This design comes from an exercise in tuning for small area on the open sky130 flow, not from production work.
Function was checked by simulation only, so behaviour that the tests miss may differ from the original.
Power is estimated from default activity; no workload was simulated.

File: flow/flow/run.sh
#!/bin/bash
# Own layout flow: the standard flow (standard.sh) with three changes to
# how the layout is made; the floorplan, power grid, taps, placement, routing
# and finish are the standard flow's, unchanged.
#  - synthesis: synth_recipe.tcl unchanged, except that the final ABC mapping
#    uses flow/abc_area.script (area-oriented mapping) instead of ORFS's speed
#    script. Registers are mapped by the same steps, so they keep their names
#    and cell types.
#  - clock tree: no dummy loads, clkbuf_8 buffers (CTS_ARGS)
#  - port buffers: the smallest buffer cell (BUFFER_PORTS_ARGS)
# Tool logs stay under orfs/logs/; make's output goes to flow_make.log.
set -euo pipefail
here=$(pwd)
export CTS_ARGS="-sink_clustering_enable -repair_clock_nets -dont_use_dummy_load -buf_list sky130_fd_sc_hd__clkbuf_8"
export BUFFER_PORTS_ARGS="-buffer_cell sky130_fd_sc_hd__buf_1"
{
  echo "proc abc {args} { set i [lsearch -exact \$args -script]; if {\$i >= 0} { lset args [expr {\$i + 1}] $here/flow/abc_area.script }; yosys abc {*}\$args }"
  cat synth_recipe.tcl
} > flow_synth.tcl
grep -q "SYNTH_SCRIPT=$here/synth_recipe.tcl" standard.sh
sed "s#SYNTH_SCRIPT=$here/synth_recipe.tcl#SYNTH_SCRIPT=$here/flow_synth.tcl#" standard.sh > flow_standard.sh
bash flow_standard.sh > flow_make.log 2>&1
File: flow/config.mk
export PLATFORM = sky130hd
export DESIGN_NAME = ddCapture
export DESIGN_NICKNAME = ddCapture
export VERILOG_FILES = /design/flow/design.v
export SDC_FILE = /design/flow/constraint.sdc
export NUM_CORES = 4
export LEC_CHECK = 0
export CAP_MARGIN = 20
export CORE_MARGIN = 2
export CORE_UTILIZATION = 40
export SLEW_MARGIN = 20
File: flow/flow/abc_area.script
strash
&get -n
&st
&synch2
&nf
&put
strash
dc2
dch -f
amap
topo
stime -c
File: flow/design.v
module adc128spiController (
input  wire        clk_40MHz,
input  wire [8:0]  pos,
output wire        spi_cs_n,
output wire        spi_sclk,
output wire        spi_din,
input  wire        spi_dout,
output wire [5:0]  shown
);
localparam integer LEN = 52;
assign spi_cs_n = (pos[7:0] == 8'd0);
assign spi_sclk = ~pos[3] & (pos[7:4] != 4'd0);
assign spi_din  = pos[8] & ~pos[7] & pos[6] & ~pos[5] & (pos[4] ^ pos[3]);
wire sample = (pos[3:0] == 4'd15) & (pos[7:6] != 2'd0);
wire first6 = ~pos[7] | ~(pos[6] | pos[5]);    
wire [3:0] ins;
assign ins[0] = sample & ~pos[8] &  first6;
assign ins[1] = sample & ~pos[8] & ~first6;
assign ins[2] = sample &  pos[8] &  first6;
assign ins[3] = sample &  pos[8] & ~first6;
reg [LEN-1:0] loop;
wire [LEN-1:0] prev = {loop[LEN-2:0], loop[LEN-1]};
always @(posedge clk_40MHz) begin
	loop    <= prev;
	loop[12] <= ins[0] ? spi_dout : prev[12];
	loop[3]  <= ins[1] ? spi_dout : prev[3];
	loop[6]  <= ins[2] ? spi_dout : prev[6];
	loop[49] <= ins[3] ? spi_dout : prev[49];
end
assign shown = {loop[0], loop[36], loop[20], loop[4], loop[40], loop[24]};
endmodule
module pcm1802Slave (
input  wire        clk_40MHz,
input  wire [8:0]  pos,
output wire        bck,
output wire        lrck,
output wire        scki,
input  wire        dout,
output wire [5:0]  left_g01,
output wire [5:0]  left_g2,
output wire [5:0]  left_g3,
output wire [5:0]  right_g02,
output wire [5:0]  right_g13
);
localparam integer LLEN = 29;
localparam integer RLEN = 25;
assign scki = pos[0];
assign bck  = pos[2];
assign lrck = pos[8] ^ (&pos[7:2]);    
wire sample = (pos[2:0] == 3'd3) & ~(pos[7] & pos[6]);
wire g0 = ~pos[7] & ~pos[6] & ~(pos[5] & pos[4]);
wire g3 = pos[7] & ~(~pos[6] & ~pos[5] & ~pos[4]);
wire lsample = sample & ~pos[8];
wire rsample = sample &  pos[8];
reg [LLEN-1:0] lloop;
reg [RLEN-1:0] rloop;
wire [LLEN-1:0] lprev = {lloop[LLEN-2:0], lloop[LLEN-1]};
wire [RLEN-1:0] rprev = {rloop[RLEN-2:0], rloop[RLEN-1]};
always @(posedge clk_40MHz) begin
	lloop     <= lprev;
	lloop[0]  <= (lsample &  g0) ? dout : lprev[0];
	lloop[18] <= (lsample & ~g0) ? dout : lprev[18];
	rloop     <= rprev;
	rloop[0]  <= (rsample &  g0) ? dout : rprev[0];
	rloop[19] <= (rsample & ~g0 & ~g3) ? dout : rprev[19];
	rloop[13] <= (rsample &  g3) ? dout : rprev[13];
end
assign left_g01  = {lloop[24], lloop[16], lloop[8],  lloop[0],  lloop[21], lloop[13]};
assign left_g2   = {lloop[6],  lloop[27], lloop[19], lloop[11], lloop[3],  lloop[24]};
assign left_g3   = {lloop[17], lloop[9],  lloop[1],  lloop[22], lloop[14], lloop[6]};
assign right_g02 = {rloop[19], rloop[11], rloop[3],  rloop[20], rloop[12], rloop[4]};
assign right_g13 = {rloop[16], rloop[8],  rloop[0],  rloop[17], rloop[9],  rloop[1]};
endmodule
module dataGenerator (
	input nReset,
	input clock,
	input [8:0] pos,          
	input frame1,             
	input frame2,             
	input [9:0] adc_databus,
	input testModeFlag,
	input seqLoad,           
	input [5:0] adc_shown,         
	input [5:0] pcm_left_g01,
	input [5:0] pcm_left_g2,
	input [5:0] pcm_left_g3,
	input [5:0] pcm_right_g02,
	input [5:0] pcm_right_g13,
	output [15:0] dataOut
);
reg [9:0] adcData;
reg [9:0] testData;
reg [47:0] sequenceCount;
reg [5:0] top_6_bits;
localparam [191:0] SYNC_PATTERN = 192'hDDDF20251015DDDF20251015DDDF20251016FEDCBA987654;
assign dataOut[15:10] = top_6_bits;
wire adc_valid = frame1 | (pos != 9'd0);
assign dataOut[9:0] = testModeFlag ? testData : (adcData & {10{adc_valid}});
genvar b;
wire        in_sync = ~(pos[8] | pos[7] | pos[6] | pos[5]);                 
wire        in_aud  = ~(pos[8] | pos[7] | pos[6]) & pos[5] & ~pos[4];        
wire        in_seq  = pos[8] | pos[7] | pos[6] | (pos[5] & pos[4]);         
reg [5:0] sync_field;
always @(*) begin
	case (pos[4:0])
		5'd0: sync_field = SYNC_PATTERN[5:0];
		5'd1: sync_field = SYNC_PATTERN[11:6];
		5'd2: sync_field = SYNC_PATTERN[17:12];
		5'd3: sync_field = SYNC_PATTERN[23:18];
		5'd4: sync_field = SYNC_PATTERN[29:24];
		5'd5: sync_field = SYNC_PATTERN[35:30];
		5'd6: sync_field = SYNC_PATTERN[41:36];
		5'd7: sync_field = SYNC_PATTERN[47:42];
		5'd8: sync_field = SYNC_PATTERN[53:48];
		5'd9: sync_field = SYNC_PATTERN[59:54];
		5'd10: sync_field = SYNC_PATTERN[65:60];
		5'd11: sync_field = SYNC_PATTERN[71:66];
		5'd12: sync_field = SYNC_PATTERN[77:72];
		5'd13: sync_field = SYNC_PATTERN[83:78];
		5'd14: sync_field = SYNC_PATTERN[89:84];
		5'd15: sync_field = SYNC_PATTERN[95:90];
		5'd16: sync_field = SYNC_PATTERN[101:96];
		5'd17: sync_field = SYNC_PATTERN[107:102];
		5'd18: sync_field = SYNC_PATTERN[113:108];
		5'd19: sync_field = SYNC_PATTERN[119:114];
		5'd20: sync_field = SYNC_PATTERN[125:120];
		5'd21: sync_field = SYNC_PATTERN[131:126];
		5'd22: sync_field = SYNC_PATTERN[137:132];
		5'd23: sync_field = SYNC_PATTERN[143:138];
		5'd24: sync_field = SYNC_PATTERN[149:144];
		5'd25: sync_field = SYNC_PATTERN[155:150];
		5'd26: sync_field = SYNC_PATTERN[161:156];
		5'd27: sync_field = SYNC_PATTERN[167:162];
		5'd28: sync_field = SYNC_PATTERN[173:168];
		5'd29: sync_field = SYNC_PATTERN[179:174];
		5'd30: sync_field = SYNC_PATTERN[185:180];
		5'd31: sync_field = SYNC_PATTERN[191:186];
	endcase
end
wire [7:0]  seq_sel;
wire [15:0] aud_sel;
generate
	for (b = 0; b < 8; b = b + 1) begin : seq_sels
		assign seq_sel[b] = in_seq & (pos[2:0] == b);
	end
	for (b = 0; b < 16; b = b + 1) begin : aud_sels
		assign aud_sel[b] = in_aud & (pos[3:0] == b);
	end
endgenerate
wire adc_on = frame2;
wire pl_on  = frame2;
wire pr_on  = frame1;
wire [5:0] field =
	({6{in_sync}} & sync_field) |
	({6{seq_sel[0]}} & sequenceCount[5:0]) |
	({6{seq_sel[1]}} & sequenceCount[11:6]) |
	({6{seq_sel[2]}} & sequenceCount[17:12]) |
	({6{seq_sel[3]}} & sequenceCount[23:18]) |
	({6{seq_sel[4]}} & sequenceCount[29:24]) |
	({6{seq_sel[5]}} & sequenceCount[35:30]) |
	({6{seq_sel[6]}} & sequenceCount[41:36]) |
	({6{seq_sel[7]}} & sequenceCount[47:42]) |
	({6{(aud_sel[0] | aud_sel[1] | aud_sel[2] | aud_sel[3]) & adc_on}} & adc_shown) |
	({6{(aud_sel[6] | aud_sel[7]) & pl_on}} & pcm_left_g01) |
	({6{aud_sel[8] & pl_on}} & pcm_left_g2) |
	({6{aud_sel[9] & pl_on}} & pcm_left_g3) |
	({6{(aud_sel[10] | aud_sel[12]) & pr_on}} & pcm_right_g02) |
	({6{(aud_sel[11] | aud_sel[13]) & pr_on}} & pcm_right_g13);
wire        seq_inc = in_seq & (pos[2:0] == 3'd7);
wire [48:0] seq_carry;
wire [10:0] test_carry;
assign seq_carry[0]  = seq_inc;
assign test_carry[0] = 1'b1;
generate
	for (b = 0; b < 48; b = b + 1) begin : seq_add
		assign seq_carry[b+1] = seq_carry[b] & sequenceCount[b];
	end
	for (b = 0; b < 10; b = b + 1) begin : test_add
		assign test_carry[b+1] = test_carry[b] & testData[b];
	end
endgenerate
always @(posedge clock)
	adcData <= adc_databus;
always @ (posedge clock, negedge nReset) begin
	if (!nReset) begin
		testData <= 10'd0;
		sequenceCount <= 48'd0;
		top_6_bits <= 6'd0;
	end else begin
		if (testData == 10'd1020)
			testData <= 10'd0;
		else
			testData <= testData ^ test_carry[9:0];
		top_6_bits <= field;
		if (seqLoad)
			sequenceCount <= {sequenceCount[37:0], adc_databus};
		else
			sequenceCount <= sequenceCount ^ seq_carry[47:0];
	end
end
endmodule
module ddCapture (
	input         clk,           
	input         nReset,        
	input  [9:0]  adc_databus,   
	input         testMode,      
	input         seqLoad,       
	input         adc128_sdat,   
	input         pcm_dout,      
	output [15:0] dataOut,       
	output        adc128_cs_n,
	output        adc128_sclk,
	output        adc128_din,
	output        pcm_bck,
	output        pcm_lrck,
	output        pcm_scki
);
reg [8:0] pos;
reg       frame1, frame2;
wire [9:0] pos_carry;
assign pos_carry[0] = 1'b1;
genvar i;
generate for (i = 0; i < 9; i = i + 1) begin : pos_inc
	assign pos_carry[i+1] = pos_carry[i] & pos[i];
end endgenerate
wire [8:0] pos_next = pos ^ pos_carry[8:0];
always @(posedge clk or negedge nReset) begin
	if (!nReset) begin
		pos    <= 9'd0;
		frame1 <= 1'b0;
		frame2 <= 1'b0;
	end else begin
		pos <= pos_next;
		if (pos == 9'd511) begin
			frame1 <= 1'b1;
			frame2 <= frame1;
		end
	end
end
wire [5:0]  adc_shown;
wire [5:0]  pcm_left_g01, pcm_left_g2, pcm_left_g3, pcm_right_g02, pcm_right_g13;
adc128spiController audioController0 (
	.clk_40MHz(clk),
	.pos(pos),
	.spi_dout(adc128_sdat),
	.spi_cs_n(adc128_cs_n),
	.spi_sclk(adc128_sclk),
	.spi_din(adc128_din),
	.shown(adc_shown)
);
pcm1802Slave pcm1802_0 (
	.clk_40MHz(clk),
	.pos(pos),
	.bck(pcm_bck),
	.lrck(pcm_lrck),
	.scki(pcm_scki),
	.dout(pcm_dout),
	.left_g01(pcm_left_g01),
	.left_g2(pcm_left_g2),
	.left_g3(pcm_left_g3),
	.right_g02(pcm_right_g02),
	.right_g13(pcm_right_g13)
);
dataGenerator dataGenerator0 (
	.nReset(nReset),
	.clock(clk),
	.pos(pos),
	.frame1(frame1),
	.frame2(frame2),
	.adc_databus(adc_databus),
	.testModeFlag(testMode),
	.seqLoad(seqLoad),
	.adc_shown(adc_shown),
	.pcm_left_g01(pcm_left_g01),
	.pcm_left_g2(pcm_left_g2),
	.pcm_left_g3(pcm_left_g3),
	.pcm_right_g02(pcm_right_g02),
	.pcm_right_g13(pcm_right_g13),
	.dataOut(dataOut)
);
endmodule
File: flow/constraint.sdc
create_clock -name core_clock -period 25.0 [get_ports {clk}]
set_input_delay 5.0000 -clock core_clock [delete_from_list [all_inputs] [get_ports {clk}]]
set_output_delay 5.0000 -clock core_clock [all_outputs]
set_load 0.01 [all_outputs]
File: flow/standard.sh
#!/bin/bash
# synth_recipe.tcl (not shown) runs the flow's synth.tcl, then flattens the netlist and writes it again
# the make line also repeats each setting of config.mk as NAME=value (left out here)
make -C /OpenROAD-flow-scripts/flow DESIGN_CONFIG=/design/flow/config.mk WORK_HOME=/design/flow/orfs CLKGATE_MAP_FILE= SYNTH_SCRIPT=/design/flow/synth_recipe.tcl "${@:-finish}"
==> results of run 1 <==
cell usage in the layout (no fill, tap or decap), types with 8 or more instances in the layout:
| cell type | n |
|---|---|
| dfxtp_1 | 116 |
| dfrtp_1 | 75 |
| ha_1 | 70 |
| a22o_1 | 48 |
| clkinv_1 | 40 |
| nor2_1 | 39 |
| nand2_1 | 38 |
| buf_1 | 35 |
| a21oi_1 | 21 |
| clkbuf_8 | 17 |
| o21ai_0 | 12 |
| a222oi_1 | 9 |
| nor2b_1 | 9 |
| a22oi_1 | 8 |
| nor3_1 | 8 |
| o2111ai_1 | 8 |
| a32o_1 | 8 |
layer usage:
| metal | vias to the layer above | track usage | routed length [µm] |
|---|---|---|---|
| li1 | 2114 | - | - |
| met1 | 2138 | 0.231 | 6760 |
| met2 | 139 | 0.258 | 6530 |
| met3 | 18 | 0.0408 | 765 |
| met4 | 0 | 0.0762 | 336 |
| met5 | - | 0 | 0 |
flip-flops by register name (all words and copies together) (netlist names):
signal	cells
audioController0.loop	52
dataGenerator0.testData	10
pcm1802_0.rloop	25
dataGenerator0.adcData	10
dataGenerator0.top_6_bits	6
frame2	1
frame1	1
pos	9
dataGenerator0.sequenceCount	48
pcm1802_0.lloop	29
final timing paths:
| check | startpoint | endpoint | slack (ps) | cells past startpoint |
|---|---|---|---|---|
| setup / recovery | testMode | dataOut[7] | 13780 | 4 |
| min in group asynchronous | nReset | dataGenerator0.testData[4] | 4690 | 1 |
| hold reg to reg | pcm1802_0.rloop[13] | pcm1802_0.rloop[14] | 300 | 0 |
| hold / removal | pcm1802_0.rloop[13] | pcm1802_0.rloop[14] | 300 | 0 |
| max in group asynchronous | nReset | dataGenerator0.sequenceCount[39] | 19670 | 1 |
| setup reg to reg | pos[1] | dataGenerator0.sequenceCount[47] | 13790 | 52 |
power by group:
part	internal (mW)	switching, mW	leakage [nW]
sequential	0.318	0.0108	1.90
clock	0.0601	0.0881	0.122
combinational	0.0128	0.0148	1.29
total	0.391	0.114	3.31
metrics by stage:
stage               cell area, µm²  hold WS [ps]  setup slack [ps]   util
finish                        7420           296             13780  0.449
CTS                           7420           298             13760  0.449
global placement              7180           310             13840  0.435
detailed placement            7180           312             13760  0.435
floorplan                     6760           310             14560      -
global route                  7420           312             13370  0.449
layout make-up:
cell class / instances / area [µm²] / share of cell area
Inverter: 40 / 150 / 0.0202
Timing Repair Buffer: 38 / 151 / 0.0204
Multi-Input combinational cell: 314 / 2410 / 0.325
Tap cell: 220 / 275 / 0.0371
Sequential cell: 191 / 4200 / 0.566
Clock buffer: 17 / 234 / 0.0315
critical path: cells and delay by family:
family	cells	cell delay, ps
buffers and inverters	3	880
AOI/OAI and AO/OA	1	330
kinds of logic (layout without fill, tap and decap cells):
| kind of cell | Yosys count | count (layout) | share of synthesized area |
|---|---|---|---|
| fa+ha+maj | 70 | 70 | 0.130 |
| flops | 191 | 191 | 0.621 |
| simple gates | 107 | 107 | 0.0683 |
| buf+inv | 40 | 95 | 0.0222 |
| compound gates | 137 | 137 | 0.158 |
==> results.txt, run 1 <==
outcome: no timing/DRC/antenna violations
Data arrival, critical path: 6220 ps
number of core rows: 47
DIE AREA: 17900 µm²
Die W: 134 µm
worst-case clock buffer depth: 2
Routed Wire Length: 14400 µm
largest net degree at the start of global routing: 76
Crit. End Element: output port
max frequency: 0.0891 GHz
largest fanout on the critical path: 13
Period minus WS final: 11220 ps
CTS Root Cell: clkbuf_8
post-CTS setup buffers: 0
Hold Crit Class: reg2reg
core footprint: 16500 µm²
flops & latches, synth: 191
syn avg cell area: 12.4 µm²
Leakage: 3.31 nW
Final HPWL DP: 10200 µm
CP required: 20000 ps
Worst VDD drop: 0.0000265 V
Warnings, synthesis: 4
worst skew pair latency: 460 ps
drt drc: 0
most used flip-flop cell after synthesis: dfxtp_1
EDFF count, synth: 0
slowest stage delay, CP: 390 ps
max-cap violations: 0
fin nets: 688
layout cells sized above 1: 0.0350
Synth area leader: dfxtp_1
Netlist Area Pre-Place: 6760 µm²
Final period util: 0.449
Cell Count, Final, Fillers Out: 820
CTS Sinks: 191
CP Launch Type: input port
First-pass DRT Iterations: 6
ANT cells: 0
Seq/Total Area, Yosys: 0.621
clk_skew: 31.7 ps
initial core utilization: 0.409
total CTS buffers: 17
post-CTS sizing: 0
# hold bufs at CTS: 0
PwrDens: 67.9 nW/µm²
Area Growth Syn to Fin: 9.87%
top-count cell post-synth: dfxtp_1
first-pass GRT wire length: 23100 µm
CTS tree: built
via count: 4409
RSZ-0062 raised after global routing: false
Final Wtd Congestion: 0.890
Total GRT Usage: 0.170
ranking of synthesized cells by area: dfxtp_1 34%, dfrtp_1 28%, ha_1 13%
worst setup path class: in2out
Crit-path slowest cell: buf_1
IO Pins: 38
chip height: 134 µm
1st-iter DRT viols: 441
Tot Pwr: 504 µW
initial antenna violation count: 0
DR vias/cell: 5.38
total negative slack: 0 ps
placed cells: 803
Fillers: 1525
syn nets: 631
vias in the first global route: 4422
H-Tree Depth: 4
post-synthesis cell type count: 30
final hold viol count: 0
GRT overflow: 0
worst path cell trace: buf_1 > clkinv_1 > a32o_1 > buf_1
Synth top area share: 0.344
# setup viols final: 0
antenna-violating nets left: 0
max-slew violation count: 0
input/output buffers: 37
clock-pin slew on the worst setup and hold paths: 90 ps
Max transition margin: 0.340
Routed WL per cell: 17.5 µm
top cells by count, synth: 116 x dfxtp_1, 75 x dfrtp_1, 70 x ha_1, 48 x a22o_1, 40 x clkinv_1
worst-margin pin slew: 982 ps
Synth Instances: 545
most used cell, CP: buf_1
FFs w/ async S/R, synth: 0.393
==> run 2: changes to the inputs <==
--- a/flow/config.mk
+++ b/flow/config.mk
@@ -9,3 +9,4 @@
 export CORE_MARGIN = 2
 export CORE_UTILIZATION = 40
+export GPL_TIMING_DRIVEN = 0
 export SLEW_MARGIN = 20
==> results.txt, run 2 <==
number of core rows: 47 (unchanged)
H-Tree Depth: 4 (unchanged)
Synth area leader: dfxtp_1
Total GRT Usage: 0.171 (+0.00169)
most used flip-flop cell after synthesis: dfxtp_1
PwrDens: 67.7 nW/µm² (-0.31%)
syn nets: 631 (unchanged)
top cells by count, synth: 116 x dfxtp_1, 75 x dfrtp_1, 70 x ha_1, 48 x a22o_1, 40 x clkinv_1
IO Pins: 38 (unchanged)
path depth of the worst reg2reg path: 51 (-1.9%)
Area Growth Syn to Fin: 10.9%
flops & latches, synth: 191 (unchanged)
Die W: 134 µm (unchanged)
Final HPWL DP: 10600 µm (+3.5%)
input/output buffers: 37 (unchanged)
r2r setup slk: 13750 ps (-40 ps)
worst-margin pin slew: 965 ps (-17.0 ps)
ranking of synthesized cells by area: dfxtp_1 34%, dfrtp_1 28%, ha_1 13%
Leakage: 3.34 nW (+0.94%)
final hold slack: 301 ps (+4.59 ps)
sequential cell area: 4200 µm² (unchanged)
ANT cells: 0 (unchanged)
Hold Crit Class: reg2reg
vias in the first global route: 4477 (+1.2%)
max frequency: 0.0886 GHz (-0.58%)
Final Wtd Congestion: 0.878 (-1.4%)
initial antenna violation count: 0 (unchanged)
Synth Instances: 545 (unchanged)
Synth top area share: 0.344 (unchanged)
CP required: 20000 ps (about the same)
Period minus WS final: 11290 ps (+65.7 ps)
# hold bufs at CTS: 0 (unchanged)
total negative slack: 0 ps (unchanged)
drt drc: 0 (unchanged)
fin util: 0.453 (+0.00401)
first-pass GRT wire length: 23500 µm (+1.7%)
most common cell after layout, fill and taps aside: dfxtp_1
GRT overflow: 0 (unchanged)
Max transition margin: 0.352 (+0.0120)
top-count cell post-synth: dfxtp_1
Tot Pwr: 507 µW (+0.58%)
max-slew violation count: 0 (unchanged)
Worst R2R Start: pos[0]
post-synthesis cell type count: 30 (unchanged)
CTS Root Cell: clkbuf_8
via count: 4414 (+0.11%)
CTS tree: built
met1 wire length: 6760 µm (about the same)
Worst VDD drop: 0.0000330 V (+24%)
initial core utilization: 0.409 (unchanged)
worst-case clock buffer depth: 2 (unchanged)
outcome: no timing/DRC/antenna violations
RSZ-0062 raised after global routing: false
CTS Sinks: 191 (unchanged)
Seq/Total Area, Yosys: 0.621 (unchanged)
clk_skew: 36.2 ps (+4.42 ps)
DIE AREA: 17900 µm² (unchanged)
largest net degree at the start of global routing: 53 (-30%)
antenna-violating nets left: 0 (unchanged)
Hold Path End: pcm1802_0.rloop[14]
Netlist Area Pre-Place: 6760 µm² (unchanged)
post-CTS sizing: 0 (unchanged)
Data arrival, critical path: 6290 ps (+70 ps)
EDFF count, synth: 0 (unchanged)
final hold viol count: 0 (unchanged)
clock-pin slew on the worst setup and hold paths: 90 ps (about the same)
First-pass DRT Iterations: 6 (unchanged)
FFs w/ async S/R, synth: 0.393 (unchanged)
Warnings, synthesis: 4 (unchanged)
# setup viols final: 0 (unchanged)
combinational power share: 0.057 (+0.002)
fin nets: 690 (+0.29%)
DR WL met2: 6560 µm (+0.57%)
max reg flops: 52 (unchanged)
CP Launch Type: input port
clock network power share: 0.295 (about the same)
Routed Wire Length: 14400 µm (+0.10%)
max-cap violations: 0 (unchanged)
Reg-to-Reg End: dataGenerator0.sequenceCount[46]
Hold Path Depth: 0 (unchanged)
biggest regs: audioController0.loop x52, dataGenerator0.sequenceCount x48, pcm1802_0.lloop x29
Final period util: 0.452 (+0.00263)
layout cells sized above 1: 0.0399 (+0.00487)
Routed WL per cell: 17.5 µm (-0.14%)
total CTS buffers: 17 (unchanged)
Net Sw Frac: 0.228 (+0.00236)
core footprint: 16500 µm² (unchanged)
largest fanout on the critical path: 13 (unchanged)
Crit. End Element: output port
worst skew pair latency: 460 ps (about the same)
multi-input combinational cell area: 2410 µm² (unchanged)
DR vias/cell: 5.37 (-0.13%)
most frequent cells in the layout: 116 x dfxtp_1, 75 x dfrtp_1, 70 x ha_1
critical hold path startpoint: pcm1802_0.rloop[13]
Largest Register: audioController0.loop
P_sw: 115 µW (+1.6%)
internal power: 392 µW (+0.27%)
routed wl met3: 723 µm (-5.5%)
post-CTS setup buffers: 0 (unchanged)
Fillers: 1514 (-0.72%)
1st-iter DRT viols: 407 (-7.7%)
syn avg cell area: 12.4 µm² (unchanged)
chip height: 134 µm (unchanged)
worst setup path class: in2out
Flop pwr share: 0.647 (-0.004)
top layer in use: met4
## run 2: per-layer routing
| metal | global-route usage | vias up |
|---|---|---|
| met5 | 0 | - |
| met4 | 0.0703 | 0 |
| met3 | 0.0416 | 23 |
| met2 | 0.259 | 125 |
| met1 | 0.237 | 2142 |
| li1 | - | 2124 |
## run 2: how the worst max path moves through the flow
stage / startpoint / to / slack, ps / depth (start not counted)
6_report: testMode / dataOut[7] / 13710 / 4
5_1_grt: pos[1] / dataGenerator0.sequenceCount[47] / 13240 / 52
4_1_cts: pos[0] / dataGenerator0.sequenceCount[46] / 13680 / 51
3_5_place_dp: testMode / dataOut[7] / 13710 / 4
3_3_place_gp: testMode / dataOut[7] / 13790 / 4
2_1_floorplan: testMode / dataOut[7] / 14560 / 2
## run 2: worst max-delay path, stage by stage
cell and delay (ps):
buf_1 430, clkinv_1 390, a32o_1 340, buf_1 120
## run 2: final cells by class
| cell class | instances | area share |
|---|---|---|
| Multi-Input combinational cell | 314 | 0.322 |
| Tap cell | 220 | 0.0368 |
| Inverter | 40 | 0.0202 |
| Sequential cell | 191 | 0.561 |
| Clock buffer | 17 | 0.0312 |
| Timing Repair Buffer | 40 | 0.0289 |
## run 2: kinds of logic (layout without fill, tap and decap cells)
group / after synthesis / count (layout) / share of synthesized area
flops: 191 / 191 / 0.621
compound gates: 137 / 137 / 0.158
simple gates: 107 / 107 / 0.0683
fa+ha+maj: 70 / 70 / 0.130
buf+inv: 40 / 97 / 0.0222
## run 2: metrics by stage
stage | area [µm²] | cells | worst slack (ps)
after floorplan | 6760 | 545 | 14560
after global placement | 7170 | 802 | 13790
after detailed placement | 7250 | 805 | 13710
after CTS | 7480 | 822 | 13680
after global routing | 7490 | 822 | 13240
final | 7490 | 822 | 13710
## run 2: power by group through the flow
stage	clock network (mW)	logic, mW	registers [mW]
after global routing	0.167	0.0330	0.330
final	0.150	0.0290	0.328
after CTS	0.155	0.0296	0.328
after global placement	0	0.0269	0.335
after floorplan	0	0.0170	0.330
after detailed placement	0	0.0293	0.335
==> run 3: changes to the inputs <==
--- a/flow/config.mk
+++ b/flow/config.mk
@@ -8,5 +8,5 @@
 export CAP_MARGIN = 20
 export CORE_MARGIN = 2
-export CORE_UTILIZATION = 40
-export GPL_TIMING_DRIVEN = 0
+export CORE_UTILIZATION = 60
+export PLACE_DENSITY = 0.8
 export SLEW_MARGIN = 20
==> results.txt, run 3 <==
outcome: no timing/DRC/antenna violations
CTS Root Cell: clkbuf_8
placed cells: 723 (-10%)
flops & latches, synth: 191 (unchanged)
max frequency: 0.0887 GHz (about the same)
worst skew pair latency: 440 ps (-20 ps)
top-count cell post-synth: dfxtp_1
Place WS: 13740 ps (+29.7 ps)
Final Worst Setup Slack: 13720 ps (+10.9 ps)
Synth area leader: dfxtp_1
layout cells sized above 1: 0.0350 (-0.00487)
Synth top area share: 0.344 (unchanged)
total negative slack: 0 ps (unchanged)
initial core utilization: 0.618 (+0.209)
most used flip-flop cell after synthesis: dfxtp_1
CP required: 20000 ps (about the same)
Routed Wire Length: 13900 µm (-3.5%)
Final Wtd Congestion: 0.876 (-0.22%)
Data arrival, critical path: 6280 ps (about the same)
biggest regs: audioController0.loop x52, dataGenerator0.sequenceCount x48, pcm1802_0.lloop x29
worst setup path class: in2out
most frequent cells in the layout: 116 x dfxtp_1, 75 x dfrtp_1, 70 x ha_1
Leakage: 3.31 nW (-0.93%)
CP Launch Type: input port
fin nets: 688 (-0.29%)
ANT cells: 0 (unchanged)
worst path cell trace: buf_1 > clkinv_1 > a32o_1 > buf_1
# hold bufs at CTS: 0 (unchanged)
total CTS buffers: 17 (unchanged)
post-route cell area: 7320 µm² (-2.2%)
via count: 4450 (+0.82%)
syn nets: 631 (unchanged)
number of core rows: 38 (-19%)
clock-pin slew on the worst setup and hold paths: 90 ps (about the same)
Area Growth Syn to Fin: 8.39%
post-CTS setup buffers: 0 (unchanged)
Fillers: 865 (-43%)
CTS Sinks: 191 (unchanged)
drt drc: 0 (unchanged)
Final HPWL DP: 10000 µm (-5.2%)
H-Tree Depth: 4 (unchanged)
max-cap violations: 0 (unchanged)
Netlist Area Pre-Place: 6760 µm² (unchanged)
final hold slack: 305 ps (+4.62 ps)
largest fanout on the critical path: 13 (unchanged)
DR vias/cell: 6.01 (+12%)
DIE AREA: 12100 µm² (-32%)
Synth Instances: 545 (unchanged)
core footprint: 10900 µm² (-34%)
vias in the first global route: 4462 (-0.34%)
most common cell after layout, fill and taps aside: dfxtp_1
Final period util: 0.451 (about the same)
Routed WL per cell: 18.8 µm (+7.2%)
Crit-path slowest cell: buf_1
ranking of synthesized cells by area: dfxtp_1 34%, dfrtp_1 28%, ha_1 13%
Hold Crit Class: reg2reg
Period minus WS final: 11280 ps (-10.9 ps)
most used cell, CP: buf_1
First-pass DRT Iterations: 6 (unchanged)
clk_skew: 22.8 ps (-13.4 ps)
PwrDens: 68.5 nW/µm² (+1.3%)
EDFF count, synth: 0 (unchanged)
Warnings, synthesis: 4 (unchanged)
post-synthesis cell type count: 30 (unchanged)
Total GRT Usage: 0.256 (+0.0843)
top cells by count, synth: 116 x dfxtp_1, 75 x dfrtp_1, 70 x ha_1, 48 x a22o_1, 40 x clkinv_1
Max transition margin: 0.295 (-0.0566)
worst-margin pin slew: 1050 ps (+83.3 ps)
1st-iter DRT viols: 415 (+2.0%)
largest net degree at the start of global routing: 76 (+43%)
CTS tree: built
Seq/Total Area, Yosys: 0.621 (unchanged)
input/output buffers: 37 (unchanged)
Die W: 110 µm (-18%)
FFs w/ async S/R, synth: 0.393 (unchanged)
chip height: 110 µm (-18%)
# setup viols final: 0 (unchanged)
Largest Register: audioController0.loop
Tot Pwr: 502 µW (-1.0%)
slowest stage delay, CP: 420 ps (about the same)
Cell Count, Final, Fillers Out: 740 (-10%)
GRT overflow: 0 (unchanged)
syn avg cell area: 12.4 µm² (unchanged)
Worst VDD drop: 0.0000557 V (+69%)
first-pass GRT wire length: 23100 µm (-2.1%)
IO Pins: 38 (unchanged)
post-CTS sizing: 0 (unchanged)
initial antenna violation count: 0 (unchanged)
max-slew violation count: 0 (unchanged)
worst-case clock buffer depth: 2 (unchanged)
Crit. End Element: output port
fin util: 0.670 (+0.216)
antenna-violating nets left: 0 (unchanged)
max reg flops: 52 (unchanged)
Post-DP Area: 7080 µm² (-2.3%)
final hold viol count: 0 (unchanged)
RSZ-0062 raised after global routing: false
==> run 3: cell counts after synthesis <==
Identical to the previous run, type by type.
==> run 3: final timing paths <==
kind	slack, ps	cells after the start	to	from
setup / recovery	13720	4	dataOut[7]	testMode
hold / removal	310	0	pcm1802_0.lloop[19]	pcm1802_0.lloop[18]
setup reg to reg	13840	51	dataGenerator0.sequenceCount[46]	pos[1]
hold reg to reg	310	0	pcm1802_0.lloop[19]	pcm1802_0.lloop[18]
max in group asynchronous	19680	1	frame2	nReset
min in group asynchronous	4700	1	dataGenerator0.sequenceCount[36]	nReset
==> run 3: final cells by class <==
cell class	count	area (µm²)	area share
clock buffers	17	234	0.0319
inverters	40	150	0.0205
multi-input cells	314	2410	0.330
flip-flops and latches	191	4200	0.573
well taps	140	175	0.0239
repair buffers	38	151	0.0207
==> run 3: logic make-up (layout without fill, tap and decap cells) <==
logic type	Yosys count	after routing	synth area share
AOI/OAI and AO/OA	137	137	0.158
adders and majority gates	70	70	0.130
buffers and inverters	40	95	0.0222
DFF	191	191	0.621
and+or+nand+nor	107	107	0.0683
==> run 3: critical path: cells and delay by family <==
kind	cells	cell delay, ps
AO/OA/AOI/OAI	1	340
buffers and inverters	3	930
==> run 3: power breakdown <==
part | total, mW | internal, mW | switching (mW)
combinational | 0.0277 | 0.0129 | 0.0148
sequential | 0.328 | 0.318 | 0.0106
clock | 0.146 | 0.0602 | 0.0860
total | 0.502 | 0.391 | 0.111
==> run 3: layer usage <==
layer  global-route usage  up-vias  part of all wire
met1                0.372     2152              0.45
met4               0.0821        0             0.026
li1                     -     2100                 -
met5                    0        -                 0
met2                0.372      171              0.44
met3               0.0729       27             0.076
==> run 4: changes to the inputs <==
--- a/flow/design.v
+++ b/flow/design.v
@@ -188,5 +188,5 @@
 		top_6_bits <= 6'd0;
 	end else begin
-		if (testData == 10'd1020)
+		if (&testData[9:2])    
 			testData <= 10'd0;
 		else
--- a/flow/config.mk
+++ b/flow/config.mk
@@ -8,5 +8,4 @@
 export CAP_MARGIN = 20
 export CORE_MARGIN = 2
-export CORE_UTILIZATION = 60
-export PLACE_DENSITY = 0.8
+export CORE_UTILIZATION = 40
 export SLEW_MARGIN = 20
==> results.txt, run 4 <==
core footprint: 16500 µm² (+51%)
top-count cell post-synth: dfxtp_1
Routed WL per cell: 17.9 µm (-4.4%)
DR vias/cell: 5.46 (-9.2%)
Netlist Area Pre-Place: 6740 µm² (-0.30%)
worst-margin pin slew: 960 ps (-88.7 ps)
worst setup path class: in2out
ANT cells: 0 (unchanged)
initial antenna violation count: 0 (unchanged)
syn avg cell area: 12.4 µm² (+0.26%)
Final period util: 0.446 (-0.00509)
largest net degree at the start of global routing: 76 (unchanged)
Fillers: 1520 (+76%)
Synth top area share: 0.345 (+0.00102)
clk_skew: 42.6 ps (+19.8 ps)
CTS Sinks: 191 (unchanged)
Seq/Total Area, Yosys: 0.623 (+0.00185)
# hold bufs at CTS: 0 (unchanged)
post-CTS setup buffers: 0 (unchanged)
largest fanout on the critical path: 11 (-2)
total CTS buffers: 17 (unchanged)
post-CTS sizing: 0 (unchanged)
Final HPWL DP: 10700 µm (+7.2%)
final hold slack: 301 ps (-4.29 ps)
IO Pins: 38 (unchanged)
max reg flops: 52 (unchanged)
initial core utilization: 0.408 (-0.210)
max frequency: 0.0897 GHz (+1.1%)
placed cells: 801 (+11%)
chip height: 134 µm (+21%)
outcome: no timing/DRC/antenna violations
Place WS: 13900 ps (+163 ps)
worst-case clock buffer depth: 2 (unchanged)
syn nets: 627 (-0.63%)
ranking of synthesized cells by area: dfxtp_1 34%, dfrtp_1 28%, ha_1 13%
antenna-violating nets left: 0 (unchanged)
fin nets: 685 (-0.44%)
worst skew pair latency: 440 ps (about the same)
Area Growth Syn to Fin: 9.92%
Total GRT Usage: 0.175 (-0.0809)
post-synthesis cell type count: 33 (+10%)
Synth area leader: dfxtp_1
total negative slack: 0 ps (unchanged)
# setup viols final: 0 (unchanged)
Hold Crit Class: reg2reg
PwrDens: 68.2 nW/µm² (-0.45%)
most common cell after layout, fill and taps aside: dfxtp_1
number of core rows: 47 (+24%)
Largest Register: audioController0.loop
Data arrival, critical path: 6150 ps (-130 ps)
CP required: 20000 ps (about the same)
Cell Count, Final, Fillers Out: 818 (+11%)
max-slew violation count: 0 (unchanged)
final hold viol count: 0 (unchanged)
most used cell, CP: buf_1
layout cells sized above 1: 0.0351 (+0.000117)
slowest stage delay, CP: 350 ps (-70 ps)
most used flip-flop cell after synthesis: dfxtp_1
Die W: 134 µm (+21%)
CTS tree: built
EDFF count, synth: 0 (unchanged)
flops & latches, synth: 191 (unchanged)
Period minus WS final: 11150 ps (-127 ps)
CP Launch Type: input port
clock-pin slew on the worst setup and hold paths: 90 ps (about the same)
Final Worst Setup Slack: 13850 ps (+127 ps)
CTS Root Cell: clkbuf_8
top cells by count, synth: 116 x dfxtp_1, 75 x dfrtp_1, 69 x ha_1, 42 x a22o_1, 38 x nor2_1
1st-iter DRT viols: 416 (+0.24%)
vias in the first global route: 4467 (+0.11%)
drt drc: 0 (unchanged)
Max transition margin: 0.355 (+0.0596)
RSZ-0062 raised after global routing: false
Warnings, synthesis: 4 (unchanged)
Worst VDD drop: 0.0000342 V (-39%)
Crit. End Element: output port
FFs w/ async S/R, synth: 0.393 (unchanged)
worst path cell trace: buf_1 > clkinv_1 > a32o_1 > buf_1
Crit-path slowest cell: clkinv_1
max-cap violations: 0 (unchanged)
via count: 4468 (+0.40%)
H-Tree Depth: 4 (unchanged)
DIE AREA: 17900 µm² (+48%)
Leakage: 3.33 nW (+0.66%)
input/output buffers: 37 (unchanged)
most frequent cells in the layout: 116 x dfxtp_1, 75 x dfrtp_1, 69 x ha_1
First-pass DRT Iterations: 5 (-1)
Final Wtd Congestion: 0.900 (+2.7%)
Routed Wire Length: 14700 µm (+5.7%)
first-pass GRT wire length: 24000 µm (+3.9%)
biggest regs: audioController0.loop x52, dataGenerator0.sequenceCount x48, pcm1802_0.lloop x29
GRT overflow: 0 (unchanged)
Synth Instances: 542 (-0.55%)
Tot Pwr: 505 µW (+0.65%)
run 4: final timing paths:
path | endpoint | cells after the start | slack (ps) | start
hold reg to reg | pcm1802_0.rloop[11] | 0 | 300 | pcm1802_0.rloop[10]
hold / removal | pcm1802_0.rloop[11] | 0 | 300 | pcm1802_0.rloop[10]
setup / recovery | dataOut[6] | 4 | 13850 | testMode
max in group asynchronous | dataGenerator0.sequenceCount[10] | 1 | 19660 | nReset
min in group asynchronous | dataGenerator0.sequenceCount[11] | 1 | 4710 | nReset
setup reg to reg | dataGenerator0.sequenceCount[46] | 51 | 14080 | pos[0]
run 4: logic make-up (layout without fill, tap and decap cells):
| logic type | after synthesis | after routing | synth area share |
|---|---|---|---|
| flops | 191 | 191 | 0.623 |
| buf+inv | 37 | 93 | 0.0206 |
| fa+ha+maj | 69 | 69 | 0.128 |
| simple gates | 109 | 109 | 0.0724 |
| compound gates | 136 | 136 | 0.155 |
run 4: metal layers:
metal  vias up  part of all wire  track usage  wire, µm
li1       2102                 -            -         -
met1      2177              0.48        0.245      6970
met2       168              0.45        0.267      6580
met3        21             0.061       0.0457       899
met4         0             0.015       0.0550       227
met5         -                 0            0         0
run 4: layout make-up:
cell class,count,area [µm²],share of cell area
multi-input combinational,314,2400,0.324
inverter,37,139,0.0188
clock buffer,17,234,0.0316
sequential,191,4200,0.567
timing repair buffer,39,159,0.0215
tap,220,275,0.0372
run 4: worst max-delay path, delay by kind of cell:
kind            cells  cell delay [ps]
compound gates      1              330
buf+inv             3              820
run 4: stage by stage:
step                      area (µm²)  utilization
final                           7400        0.448
after global placement          7170        0.434
after global routing            7400        0.448
after detailed placement        7170        0.434
after floorplan                 6740            -
after CTS                       7400        0.448
run 4: power by group:
part | total [mW] | leakage (nW) | internal, mW | switching (mW)
logic | 0.0282 | 1.31 | 0.0126 | 0.0155
clock network | 0.148 | 0.122 | 0.0602 | 0.0879
registers | 0.329 | 1.90 | 0.317 | 0.0115
==> run 5: changes to the inputs <==
--- a/flow/design.v
+++ b/flow/design.v
@@ -180,10 +180,13 @@
 	end
 endgenerate
-always @(posedge clock)
+wire [47:0] seq_sum = sequenceCount ^ seq_carry[47:0];
+always @(posedge clock) begin
 	adcData <= adc_databus;
+	sequenceCount <= seqLoad ? {sequenceCount[37:0] & {38{adc_valid}}, adc_databus}
+	                         : seq_sum & {48{adc_valid}};
+end
 always @ (posedge clock, negedge nReset) begin
 	if (!nReset) begin
 		testData <= 10'd0;
-		sequenceCount <= 48'd0;
 		top_6_bits <= 6'd0;
 	end else begin
@@ -193,8 +196,4 @@
 			testData <= testData ^ test_carry[9:0];
 		top_6_bits <= field;
-		if (seqLoad)
-			sequenceCount <= {sequenceCount[37:0], adc_databus};
-		else
-			sequenceCount <= sequenceCount ^ seq_carry[47:0];
 	end
 end
==> flow/flow/abc_area.script (replaced) <==
strash
&get -n
&st
&synch2
&nf
&put
strash
dc2
dch -f
amap -E 0.5
topo
stime -c
==> results.txt, run 5 <==
CP required: 20000 ps (about the same)
Final HPWL DP: 10400 µm (-3.1%)
drt drc: 0 (unchanged)
core footprint: 16000 µm² (-3.2%)
Final Worst Setup Slack: 13690 ps (-158 ps)
CTS Sinks: 191 (unchanged)
max frequency: 0.0884 GHz (-1.4%)
Fillers: 1527 (+0.46%)
Routed WL per cell: 17.6 µm (-2.1%)
First-pass DRT Iterations: 6 (+1)
Leakage: 3.10 nW (-6.9%)
Cell Count, Final, Fillers Out: 830 (+1.5%)
Net Sw Frac: 0.224 (-0.00362)
Flop pwr share: 0.654 (+0.003)
syn nets: 643 (+2.6%)
Synth top area share: 0.499 (+0.154)
number of core rows: 46 (-2.1%)
Area Growth Syn to Fin: 10.1%
clock-pin slew on the worst setup and hold paths: 90 ps (about the same)
most common cell after layout, fill and taps aside: dfxtp_1
clock network power share: 0.293 (about the same)
P_sw: 112 µW (-2.4%)
RSZ-0062 raised after global routing: false
Hold Crit Class: reg2reg
combinational power share: 0.053 (-0.003)
final hold viol count: 0 (unchanged)
Worst VDD drop: 0.0000410 V (+20%)
# hold bufs at CTS: 0 (unchanged)
internal power: 389 µW (-0.32%)
worst-margin pin slew: 1190 ps (+231 ps)
initial core utilization: 0.411 (+0.00350)
Routed Wire Length: 14600 µm (-0.71%)
max reg flops: 52 (unchanged)
Total GRT Usage: 0.175 (-0.000190)
H-Tree Depth: 4 (unchanged)
Synth area leader: dfxtp_1
syn avg cell area: 11.8 µm² (-5.1%)
largest fanout on the critical path: 11 (unchanged)
ANT cells: 0 (unchanged)
worst skew pair latency: 450 ps (about the same)
top cells by count, synth: 164 x dfxtp_1, 72 x nor2_1, 69 x ha_1, 47 x a22oi_1, 33 x clkinv_1
1st-iter DRT viols: 448 (+7.7%)
total negative slack: 0 ps (unchanged)
initial antenna violation count: 0 (unchanged)
DR vias/cell: 5.46 (about the same)
CP Launch Type: input port
chip height: 132 µm (-1.1%)
Place WS: 13770 ps (-131 ps)
r2r setup slk: 14170 ps (+90 ps)
Data arrival, critical path: 6310 ps (+160 ps)
antenna-violating nets left: 0 (unchanged)
layout cells sized above 1: 0.0358 (+0.000714)
# setup viols final: 0 (unchanged)
top-count cell post-synth: dfxtp_1
post-synthesis cell type count: 35 (+6.1%)
placed cells: 813 (+1.5%)
Largest Register: audioController0.loop
CTS Root Cell: clkbuf_8
ranking of synthesized cells by area: dfxtp_1 50%, ha_1 13%, dfrtp_1 10%
worst-case clock buffer depth: 2 (unchanged)
Crit. End Element: output port
outcome: no timing/DRC/antenna violations
DIE AREA: 17500 µm² (-2.3%)
biggest regs: audioController0.loop x52, dataGenerator0.sequenceCount x48, pcm1802_0.lloop x29
IO Pins: 38 (unchanged)
largest net degree at the start of global routing: 50 (-34%)
first-pass GRT wire length: 23900 µm (-0.26%)
Max transition margin: 0.199 (-0.157)
EDFF count, synth: 0 (unchanged)
worst setup path class: in2out
post-CTS sizing: 0 (unchanged)
PwrDens: 69.2 nW/µm² (+1.4%)
most frequent cells in the layout: 164 x dfxtp_1, 72 x nor2_1, 69 x ha_1
GRT overflow: 0 (unchanged)
total CTS buffers: 17 (unchanged)
Synth Instances: 558 (+3.0%)
fin nets: 701 (+2.3%)
max-cap violations: 0 (unchanged)
clk_skew: 27.4 ps (-15.1 ps)
CTS tree: built
via count: 4534 (+1.5%)
vias in the first global route: 4538 (+1.6%)
Final period util: 0.452 (+0.00632)
Tot Pwr: 501 µW (-0.79%)
Warnings, synthesis: 4 (unchanged)
post-CTS setup buffers: 0 (unchanged)
flops & latches, synth: 191 (unchanged)
max-slew violation count: 0 (unchanged)
Netlist Area Pre-Place: 6580 µm² (-2.3%)
Die W: 132 µm (-1.1%)
FFs w/ async S/R, synth: 0.141 (-0.251)
input/output buffers: 37 (unchanged)
most used flip-flop cell after synthesis: dfxtp_1
Period minus WS final: 11310 ps (+158 ps)
Final Wtd Congestion: 0.930 (+3.3%)
Seq/Total Area, Yosys: 0.602 (-0.0216)
-- run 5: logic make-up after synthesis --
family	share of synthesized area
buf+inv	0.0188
flops	0.602
fa+ha+maj	0.131
compound gates	0.164
simple gates	0.0841
-- run 5: final timing paths --
kind | from | cells after the start | end
worst max-delay path | testMode | 4 | dataOut[7]
worst min-delay path | pcm1802_0.lloop[18] | 0 | pcm1802_0.lloop[19]
worst max register to register | pos[7] | 55 | dataGenerator0.sequenceCount[47]
worst min register to register | pcm1802_0.lloop[18] | 0 | pcm1802_0.lloop[19]
max in group asynchronous | nReset | 2 | pos[1]
min in group asynchronous | nReset | 2 | pos[7]
-- run 5: worst max-delay path: stages --
cell and delay, ps:
buf_1 390, clkinv_1 430, a32o_1 360, buf_1 130
-- run 5: area by class of cell --
| class | instances | area [µm²] | area share |
|---|---|---|---|
| Sequential cell | 191 | 3960 | 0.547 |
| Multi-Input combinational cell | 334 | 2500 | 0.345 |
| Tap cell | 216 | 270 | 0.0373 |
| Clock buffer | 17 | 234 | 0.0323 |
| Timing Repair Buffer | 39 | 155 | 0.0214 |
| Inverter | 33 | 124 | 0.0171 |
-- run 5: per-layer routing --
layer	part of all wire	routed length (µm)	GRT usage
met1	0.47	6840	0.235
met2	0.47	6780	0.270
met3	0.052	756	0.0496
met4	0.013	193	0.0627
met5	0	0	0
-- run 5: power by group through the flow --
stage	registers [mW]	logic (mW)	clock network (mW)
after floorplan	0.330	0.0174	0
after global placement	0.334	0.0259	0
after detailed placement	0.334	0.0269	0
after CTS	0.327	0.0269	0.153
after global routing	0.329	0.0311	0.165
final	0.328	0.0268	0.147
-- run 5: metrics by stage --
stage / hold slack (ps) / util / area [µm²]
after global placement: 310 / 0.438 / 7000
after detailed placement: 312 / 0.438 / 7000
after CTS: 300 / 0.452 / 7240
after global routing: 306 / 0.453 / 7240
after floorplan: 310 / - / 6580
final: 301 / 0.453 / 7240
==> run 6: changes to the inputs <==
--- a/flow/design.v
+++ b/flow/design.v
@@ -73,5 +73,4 @@
 endmodule
 module dataGenerator (
-	input nReset,
 	input clock,
 	input [8:0] pos,          
@@ -94,7 +93,7 @@
 reg [5:0] top_6_bits;
 localparam [191:0] SYNC_PATTERN = 192'hDDDF20251015DDDF20251015DDDF20251016FEDCBA987654;
-assign dataOut[15:10] = top_6_bits;
-wire adc_valid = frame1 | (pos != 9'd0);
-assign dataOut[9:0] = testModeFlag ? testData : (adcData & {10{adc_valid}});
+wire started = frame1 | (pos != 9'd0);
+assign dataOut[15:10] = top_6_bits & {6{started}};
+assign dataOut[9:0] = (testModeFlag ? testData : adcData) & {10{started}};
 genvar b;
 wire        in_sync = ~(pos[8] | pos[7] | pos[6] | pos[5]);                 
@@ -183,18 +182,13 @@
 always @(posedge clock) begin
 	adcData <= adc_databus;
-	sequenceCount <= seqLoad ? {sequenceCount[37:0] & {38{adc_valid}}, adc_databus}
-	                         : seq_sum & {48{adc_valid}};
-end
-always @ (posedge clock, negedge nReset) begin
-	if (!nReset) begin
+	top_6_bits <= field;
+	if (!started)
+		testData <= 10'd1;
+	else if (&testData[9:2])    
 		testData <= 10'd0;
-		top_6_bits <= 6'd0;
-	end else begin
-		if (&testData[9:2])    
-			testData <= 10'd0;
-		else
-			testData <= testData ^ test_carry[9:0];
-		top_6_bits <= field;
-	end
+	else
+		testData <= testData ^ test_carry[9:0];
+	sequenceCount <= seqLoad ? {sequenceCount[37:0] & {38{started}}, adc_databus}
+	                         : seq_sum & {48{started}};
 end
 endmodule
@@ -262,5 +256,4 @@
 );
 dataGenerator dataGenerator0 (
-	.nReset(nReset),
 	.clock(clk),
 	.pos(pos),
==> flow/flow/abc_area.script (replaced) <==
strash
&get -n
&st
&synch2
&nf
&put
strash
dc2
dch -f
amap
topo
stime -c
==> results.txt, run 6 <==
chip height: 132 µm (-0.15%)
First-pass DRT Iterations: 5 (-1)
Routed Wire Length: 15000 µm (+3.2%)
Synth Instances: 592 (+6.1%)
# hold bufs at CTS: 0 (unchanged)
Final Wtd Congestion: 0.911 (-2.0%)
Worst VDD drop: 0.0000323 V (-21%)
GRT overflow: 0 (unchanged)
critical hold path startpoint: pcm1802_0.lloop[2]
CTS Root Cell: clkbuf_8
Synth top area share: 0.549 (+0.0504)
vias in the first global route: 4620 (+1.8%)
max-slew violation count: 0 (unchanged)
r2r setup slk: 14330 ps (+160 ps)
FFs w/ async S/R, synth: 0.0576 (-0.0838)
drt drc: 0 (unchanged)
total negative slack: 0 ps (unchanged)
Final HPWL DP: 10900 µm (+4.3%)
DIE AREA: 17400 µm² (-0.29%)
P_sw: 115 µW (+2.6%)
Top delay family on crit path: buffers and inverters
H-Tree Depth: 4 (unchanged)
layout cells sized above 1: 0.0324 (-0.00347)
syn avg cell area: 11.1 µm² (-6.0%)
clock network power share: 0.296 (+0.003)
Final Worst Setup Slack: 13790 ps (+98.9 ps)
Netlist Area Pre-Place: 6560 µm² (-0.30%)
top cells by count, synth: 180 x dfxtp_1, 91 x nor2_1, 69 x ha_1, 49 x o22ai_1, 33 x clkinv_1
most frequent cells in the layout: 180 x dfxtp_1, 91 x nor2_1, 69 x ha_1
most used flip-flop cell after synthesis: dfxtp_1
Routed WL per cell: 17.4 µm (-0.93%)
CP Launch Type: input port
CP required: 20000 ps (about the same)
largest fanout on the critical path: 11 (unchanged)
Hold Crit Class: reg2reg
first-pass GRT wire length: 24600 µm (+2.9%)
worst-margin pin slew: 1040 ps (-154 ps)
worst path cell trace: buf_1 > clkinv_1 > o22ai_1 > nor2_1 > buf_1
post-synthesis cell type count: 34 (-2.9%)
antenna-violating nets left: 0 (unchanged)
ranking of synthesized cells by area: dfxtp_1 55%, ha_1 13%, nor2_1 5.2%
initial antenna violation count: 0 (unchanged)
post-CTS setup buffers: 0 (unchanged)
clk_skew: 29.0 ps (+1.54 ps)
initial core utilization: 0.411 (about the same)
RSZ-0062 raised after global routing: false
outcome: no timing/DRC/antenna violations
IO Pins: 38 (unchanged)
top-count cell post-synth: dfxtp_1
Max transition margin: 0.302 (+0.104)
fin util: 0.453 (+0.000536)
EDFF count, synth: 0 (unchanged)
max reg flops: 52 (unchanged)
clock-pin slew on the worst setup and hold paths: 100 ps (about the same)
slowest stage delay, CP: 380 ps (-50 ps)
flops & latches, synth: 191 (unchanged)
CTS tree: built
DR vias/cell: 5.43 (-0.51%)
via count: 4701 (+3.7%)
worst skew pair latency: 460 ps (about the same)
Net Sw Frac: 0.228 (+0.00431)
core footprint: 15900 µm² (-0.36%)
biggest regs: audioController0.loop x52, dataGenerator0.sequenceCount x48, pcm1802_0.lloop x29
Worst R2R Start: pos[2]
Data arrival, critical path: 6210 ps (-100 ps)
Place WS: 13800 ps (+29.3 ps)
ANT cells: 0 (unchanged)
number of core rows: 46 (unchanged)
Crit. End Element: output port
combinational power share: 0.054 (about the same)
total CTS buffers: 17 (unchanged)
most common cell after layout, fill and taps aside: dfxtp_1
Flop pwr share: 0.649 (-0.005)
Die W: 132 µm (-0.15%)
syn nets: 677 (+5.3%)
internal power: 390 µW (+0.11%)
CP Launch Point: testMode
Total GRT Usage: 0.181 (+0.00642)
final hold viol count: 0 (unchanged)
Synth area leader: dfxtp_1
# setup viols final: 0 (unchanged)
worst setup path class: in2out
Leakage: 2.98 nW (-3.8%)
PwrDens: 69.8 nW/µm² (+0.92%)
post-CTS sizing: 0 (unchanged)
Period minus WS final: 11210 ps (-98.9 ps)
CTS Sinks: 191 (unchanged)
Area Growth Syn to Fin: 10.2% (about the same)
worst-case clock buffer depth: 2 (unchanged)
fin nets: 736 (+5.0%)
post-route cell area: 7230 µm² (-0.24%)
max frequency: 0.0892 GHz (+0.88%)
Seq/Total Area, Yosys: 0.591 (-0.0104)
Warnings, synthesis: 4 (unchanged)
1st-iter DRT viols: 452 (+0.89%)
critical path buffer and inverter count: 3 (unchanged)
max-cap violations: 0 (unchanged)
Final period util: 0.448 (-0.00396)
Crit-path slowest cell: clkinv_1
Largest Register: audioController0.loop
input/output buffers: 37 (unchanged)
most used cell, CP: buf_1
Post-DP Area: 6990 µm² (-0.18%)
largest net degree at the start of global routing: 55 (+10%)
==> run 6: cells by family after synthesis <==
kind of cell               Yosys count  share of synthesized area
AOI/OAI and AO/OA                  132                      0.144
xor gates and xnor gates             1                    0.00134
adders and majority gates           69                      0.132
buffers and inverters               33                     0.0189
DFF                                191                      0.591
and+or+nand+nor                    166                      0.112
==> run 6: power groups by stage <==
stage          clock network (mW)  registers [mW]  logic (mW)
2_1_floorplan                   0           0.329      0.0189
3_3_place_gp                    0           0.334      0.0261
3_5_place_dp                    0           0.334      0.0275
4_1_cts                     0.155           0.327      0.0276
5_1_grt                     0.167           0.329      0.0314
6_report                    0.150           0.328      0.0275
==> run 6: final cells by class <==
| class | instances | area, µm² |
|---|---|---|
| multi-input cells | 368 | 2560 |
| clock buffers | 17 | 234 |
| flip-flops and latches | 191 | 3880 |
| repair buffers | 40 | 163 |
| inverters | 33 | 124 |
| well taps | 216 | 270 |
| fillers | 1501 | 8720 |
==> run 6: through the flow <==
stage,instances,power (mW),hold slack (ps)
after floorplan,592,0.348,310
after global placement,848,0.360,310
after detailed placement,848,0.362,312
after CTS,865,0.510,307
after global routing,865,0.528,304
final,865,0.505,312
==> run 6: worst paths after layout <==
kind,endpoint,cells after the start
worst min register to register,pcm1802_0.lloop[3],0
max in group asynchronous,pos[2],1
worst max register to register,dataGenerator0.sequenceCount[47],51
min in group asynchronous,pos[5],1
worst min-delay path,pcm1802_0.lloop[3],0
worst max-delay path,dataOut[8],5
==> run 6: layer usage <==
metal  up-vias  part of all wire  GRT usage
li1       2270                 -          -
met1      2283              0.47      0.247
met2       125              0.45      0.275
met3        23             0.051     0.0504
met4         0             0.021     0.0664
met5         -                 0          0
==> run 7: changes to the inputs <==
==> flow/flow/abc_area.script (replaced) <==
strash
&get -n
&st
&synch2
&nf
&put
strash
dc2
dch -f
amap -E 0.5
topo
stime -c
==> results.txt, run 7 <==
chip height: 132 µm (-0.21%)
IO Pins: 38 (unchanged)
CP Launch Type: input port
Hold Crit Class: reg2reg
CP required: 20000 ps (about the same)
syn avg cell area: 11.3 µm² (+2.1%)
drt drc: 0 (unchanged)
sequential cell area: 3880 µm² (unchanged)
H-Tree Depth: 4 (unchanged)
1st-iter DRT viols: 383 (-15%)
Place WS: 13890 ps (+88.8 ps)
worst setup path class: in2out
Worst VDD drop: 0.0000410 V (+27%)
worst path cell trace: buf_1 > clkinv_1 > o22ai_1 > nor2_1 > buf_1
CTS Sinks: 191 (unchanged)
EDFF count, synth: 0 (unchanged)
Crit. End Element: output port
most used cell, CP: buf_1
GRT overflow: 0 (unchanged)
ranking of synthesized cells by area: dfxtp_1 55%, ha_1 13%, o22ai_1 4.7%
Final Wtd Congestion: 0.921 (+1.1%)
initial core utilization: 0.410 (-0.00181)
first-pass GRT wire length: 23600 µm (-4.2%)
biggest regs: audioController0.loop x52, dataGenerator0.sequenceCount x48, pcm1802_0.lloop x29
worst skew pair latency: 470 ps (about the same)
antenna-violating nets left: 0 (unchanged)
number of core rows: 46 (unchanged)
Final HPWL DP: 10300 µm (-5.5%)
layout cells sized above 1: 0.0332 (+0.000818)
outcome: no timing/DRC/antenna violations
multi-input combinational cell area: 2560 µm² (+0.15%)
Leakage: 2.96 nW (-0.85%)
worst-margin pin slew: 1050 ps (+9.09 ps)
worst-case clock buffer depth: 2 (unchanged)
# setup viols final: 0 (unchanged)
most common cell after layout, fill and taps aside: dfxtp_1
Die W: 132 µm (-0.21%)
Crit-path slowest cell: clkinv_1
post-CTS setup buffers: 0 (unchanged)
total negative slack: 0 ps (unchanged)
Netlist Area Pre-Place: 6530 µm² (-0.44%)
most used flip-flop cell after synthesis: dfxtp_1
PwrDens: 69.8 nW/µm² (about the same)
# hold bufs at CTS: 0 (unchanged)
final hold viol count: 0 (unchanged)
largest fanout on the critical path: 11 (unchanged)
max-slew violation count: 0 (unchanged)
Synth area leader: dfxtp_1
top cells by count, synth: 180 x dfxtp_1, 80 x nor2_1, 69 x ha_1, 49 x o22ai_1, 26 x clkinv_1
Final period util: 0.446 (-0.00275)
Seq/Total Area, Yosys: 0.594 (+0.00261)
syn nets: 662 (-2.2%)
Max transition margin: 0.298 (-0.00441)
Period minus WS final: 11140 ps (-68.7 ps)
ANT cells: 0 (unchanged)
Synth Instances: 577 (-2.5%)
Warnings, synthesis: 4 (unchanged)
clock-pin slew on the worst setup and hold paths: 90 ps (about the same)
fin nets: 720 (-2.2%)
total CTS buffers: 17 (unchanged)
slowest stage delay, CP: 340 ps (-40 ps)
CTS tree: built
via count: 4623 (-1.7%)
Routed WL per cell: 16.7 µm (-3.8%)
max reg flops: 52 (unchanged)
First-pass DRT Iterations: 7 (+2)
FFs w/ async S/R, synth: 0.0576 (unchanged)
clk_skew: 42.7 ps (+13.7 ps)
Largest Register: audioController0.loop
RSZ-0062 raised after global routing: false
max frequency: 0.0898 GHz (+0.62%)
flops & latches, synth: 191 (unchanged)
vias in the first global route: 4558 (-1.3%)
DR vias/cell: 5.45 (+0.19%)
Data arrival, critical path: 6140 ps (-70 ps)
Total GRT Usage: 0.171 (-0.00958)
post-CTS sizing: 0 (unchanged)
initial antenna violation count: 0 (unchanged)
top-count cell post-synth: dfxtp_1
Area Growth Syn to Fin: 10.2% (about the same)
core footprint: 15900 µm² (unchanged)
Final Worst Setup Slack: 13860 ps (+68.7 ps)
post-synthesis cell type count: 43 (+26%)
CTS Root Cell: clkbuf_8
most frequent cells in the layout: 180 x dfxtp_1, 80 x nor2_1, 69 x ha_1
Synth top area share: 0.552 (+0.00242)
DIE AREA: 17400 µm² (-0.42%)
Fillers: 1513 (+0.80%)
Routed Wire Length: 14200 µm (-5.6%)
largest net degree at the start of global routing: 50 (-9.1%)
input/output buffers: 37 (unchanged)
max-cap violations: 0 (unchanged)
==> run 7: changes by cell type in the layout (fill, tap and decap cells not counted), moves of 4 or more <==
cell	before	now
clkinv_1	33	26
a221oi_1	6	2
nor2_1	91	80
nand3_1	6	2
o31ai_1	1	5
a22oi_1	5	9
a22o_1	3	7
a21oi_1	16	12
==> run 7: worst paths after layout <==
path	start	endpoint	slack [ps]	cells past startpoint
hold reg to reg	pcm1802_0.rloop[10]	pcm1802_0.rloop[11]	320	0
hold / removal	pcm1802_0.rloop[10]	pcm1802_0.rloop[11]	320	0
setup reg to reg	pos[7]	dataGenerator0.sequenceCount[47]	14420	53
max in group asynchronous	nReset	pos[3]	20080	1
min in group asynchronous	nReset	frame1	4520	1
setup / recovery	testMode	dataOut[9]	13860	5
==> run 7: through the flow <==
step                hold slack [ps]  cell area (µm²)  total power [mW]   util  instances
detailed placement              312             6960             0.361  0.436        832
global route                    318             7200             0.526  0.451        849
CTS                             321             7190             0.508  0.451        849
global placement                310             6960             0.360  0.436        832
floorplan                       310             6530             0.348      -        577
finish                          320             7200             0.502  0.451        849
==> run 7: cells by family (layout without fill, tap and decap cells) <==
group           Yosys count  after routing  share of synthesized area
flops                   191            191                      0.594
simple gates            151            151                      0.105
compound gates          139            139                      0.153
fa+ha+maj                69             69                      0.132
buf+inv                  26             82                     0.0149
xor+xnor                  1              1                    0.00134
==> run 7: layout make-up <==
class | instances | share of cell area
sequential | 191 | 0.539
multi-input combinational | 360 | 0.356
tap | 216 | 0.0376
clock buffer | 17 | 0.0325
timing repair buffer | 39 | 0.0216
inverter | 26 | 0.0136
==> run 7: worst max-delay path, delay by kind of cell <==
family / cells / cell delay, ps
simple gates: 1 / 60
buf+inv: 3 / 800
compound gates: 1 / 270
==> run 7: where the power goes <==
group,internal (mW),switching [mW]
combinational,0.0126,0.0147
sequential,0.317,0.0105
clock,0.0601,0.0876
total,0.389,0.113
==> run 7: metal layers <==
metal,global-route usage,vias up,share of wire
li1,-,2229,-
met1,0.231,2237,0.47
met2,0.269,134,0.46
met3,0.0400,23,0.045
met4,0.0652,0,0.021
met5,0,-,0

==> port drivers added, routing unchanged <==
No port has a modelled driver above. Below, the same layouts with a new extraction and two added sets of constraints. Step 1 assumes that a clkbuf_16 drives the clock port and a buf_2 every other input. Step 2, shift: input delay + t, output delay - t, t = (earliest + latest rising clock arrival at the registers) / 2. This alone moves slack from input paths to output paths. a / b / c = ideal / step 1 / step 2; a / b = the first two.
run | t (ns) | slack for setup (ns) | worst setup path after step 2 | slew at the worst register clock pin (ns)
run 1 | 0.483 | 13.778 / 13.751 / 13.751 | input to output | 0.09 / 0.09
run 2 | 0.482 | 13.712 / 13.685 / 13.685 | input to output | 0.10 / 0.10
run 3 | 0.469 | 13.723 / 13.696 / 13.696 | input to output | 0.09 / 0.09
run 4 | 0.470 | 13.850 / 13.824 / 13.824 | input to output | 0.11 / 0.11
run 5 | 0.475 | 13.692 / 13.664 / 13.664 | input to output | 0.09 / 0.09
run 6 | 0.487 | 13.791 / 13.768 / 13.768 | input to output | 0.10 / 0.10
run 7 | 0.482 | 13.860 / 13.837 / 13.837 | input to output | 0.10 / 0.10
After both steps every run listed still meets setup and hold. The setup slack of run 5, which loses most, moves by -0.028 ns with the drivers and by -0.028 ns with both steps.
